This design comes from an exercise in tuning for small area on the open sky130 flow, not from production work. Only simulation tests tie the RTL to the original design; equivalence was not proved.

==> inputs of run C <==
==> flow/design.v (excerpt) <==
module CPU (
    input wire clk,
    input wire reset,
    output wire [31:0] mem_addr,
    output wire [31:0] mem_wdata,
    output wire        mem_we,
    input  wire [31:0] mem_rdata
);
==> module rf_bit, before the edit <==
module rf_bit (
    input  wire [31:0] d,
    input  wire [31:0] sel,
    output wire        y
);
    wire [10:0] n;
    genvar k;
    generate
        for (k = 0; k < 10; k = k + 1) begin : g_grp
            aoi222 u_grp (.a0(d[3*k]), .b0(sel[3*k]), .a1(d[3*k+1]), .b1(sel[3*k+1]),
                          .a2(d[3*k+2]), .b2(sel[3*k+2]), .y(n[k]));
        end
    endgenerate
    assign n[10] = ~((d[30] & sel[30]) | (d[31] & sel[31]));
    assign y = ~&n;
endmodule
Settings: LEC_CHECK=0, CAP_MARGIN=5, CORE_MARGIN=2, CORE_UTILIZATION=50, CTS_BUF_LIST=sky130_fd_sc_hd__clkbuf_16, CTS_CLUSTER_DIAMETER=60, CTS_CLUSTER_SIZE=24, PLACE_DENSITY=0.65, SLEW_MARGIN=5, SYNTH_HIERARCHICAL=1; clock period 18.0 ns.
run.sh (not shown) runs the stock make flow with config.mk's settings and CLKGATE_MAP_FILE= SYNTH_SCRIPT=/design/flow/synth_recipe.tcl, a recipe that flattens the netlist after the stock synthesis.
==> run R (differences from run C) <==
--- a/flow/design.v
+++ b/flow/design.v
@@ -520,5 +520,5 @@
     output wire        y
 );
-    wire [10:0] n;
+    wire [9:0] n;
     genvar k;
     generate
@@ -528,6 +528,27 @@
         end
     endgenerate
-    assign n[10] = ~((d[30] & sel[30]) | (d[31] & sel[31]));
-    assign y = ~&n;
+    wire [2:0] m;
+    nand4g    u_m0 (.a(n[0]), .b(n[1]), .c(n[2]), .d(n[3]), .y(m[0]));
+    nand4g    u_m1 (.a(n[4]), .b(n[5]), .c(n[6]), .d(n[7]), .y(m[1]));
+    nand2aoi  u_m2 (.a(n[8]), .b(n[9]), .c0(d[30]), .d0(sel[30]), .c1(d[31]), .d1(sel[31]), .y(m[2]));
+    or3g      u_or (.a(m[0]), .b(m[1]), .c(m[2]), .y(y));
+endmodule
+module nand4g (
+    input  wire a, b, c, d,
+    output wire y
+);
+    assign y = ~(a & b & c & d);
+endmodule
+module nand2aoi (
+    input  wire a, b, c0, d0, c1, d1,
+    output wire y
+);
+    assign y = ~(a & b) | (c0 & d0) | (c1 & d1);
+endmodule
+module or3g (
+    input  wire a, b, c,
+    output wire y
+);
+    assign y = a | b | c;
 endmodule
 module aoi222 (
==> flow/flow/run.sh (new file) <==
#!/bin/bash
# Own layout flow: the standard ORFS flow (standard.sh, unchanged
# synthesis, floorplan, power grid and routing) with two changes:
#  - the clock tree is built without dummy balancing loads,
#  - port buffers use buf_1.
# make's full output goes to flow_make.log; each ORFS step writes its own
# log under orfs/logs/.
set -euo pipefail
bash standard.sh \
  "CTS_ARGS=-sink_clustering_enable -sink_clustering_size 12 -sink_clustering_max_diameter 50 -repair_clock_nets -dont_use_dummy_load -buf_list {sky130_fd_sc_hd__clkbuf_8}" \
  "BUFFER_PORTS_ARGS=-buffer_cell sky130_fd_sc_hd__buf_1" \
  finish > flow_make.log 2>&1
==> flow/standard.sh (new file) <==
#!/bin/bash
# synth_recipe.tcl (not shown) runs the flow's synth.tcl, then flattens the netlist and writes it again
# the make line also repeats each setting of config.mk as NAME=value (left out here)
make -C /OpenROAD-flow-scripts/flow DESIGN_CONFIG=/design/flow/config.mk WORK_HOME=/design/flow/orfs CLKGATE_MAP_FILE= SYNTH_SCRIPT=/design/flow/synth_recipe.tcl "${@:-finish}"
CTS_BUF_LIST = sky130_fd_sc_hd__clkbuf_8   (was sky130_fd_sc_hd__clkbuf_16)
CTS_CLUSTER_DIAMETER = 50   (was 60)
CTS_CLUSTER_SIZE = 12   (was 24)
removed: flow/run.sh
==> impl_metrics.tcl <==
set metrics [dict create \
    fmax_mhz 59.2 \
    wl_met3_um 39800 \
    placed_cells 6308 \
    dieArea_sq_um 135000 \
    status "timing/DRC/antenna clean" \
    nonClkBufAreaFrac_pct 2.38 \
    r2r.worst_path.cells 47 \
    n_all_buffers 277 \
    drt_iter0_drc 13225 \
    powerSeq_mw 5.02 \
]
[end of results for run R]
==> impl_metrics.tcl <==
set metrics [dict create \
    status "timing/DRC/antenna clean" \
    htreeDepth 3 \
    p_sw_mw 4.61 \
    r2r.worst_path.cells 45 \
    wl_met3_um 34600 \
    placed_cells 6294 \
    powerSeq_mw 5.01 \
    fmax_mhz 57.9 \
]
[end of results for run C]

-- separate check: timing with driven ports --
The flow's constraints put no driver on any port. The routed layouts listed below were extracted and timed again, unchanged, in two steps.
Step 1 sets driving cells, clkbuf_16 on the clock port and buf_2 on the other inputs (assumed; they add their load-dependent delay and slew).
Step 2 moves the port delays by t, midway between the first and last clock arrival at a register: inputs arrive t later, outputs are due t later. That takes back most of the time a late clock gives input paths.
Slacks: ideal ports / drivers / drivers and shift; pairs: ideal ports / drivers.
run | t (ns) | setup slack, ns | worst register clock-pin slew, ns | cell pins on the clock port's net
run C | 0.855 | 0.741 / 0.741 / 0.741 | 0.09 / 0.09 | 1
run R | 0.966 | 1.109 / 1.109 / 1.109 | 0.09 / 0.09 | 1
After both steps every run listed still meets setup and hold.
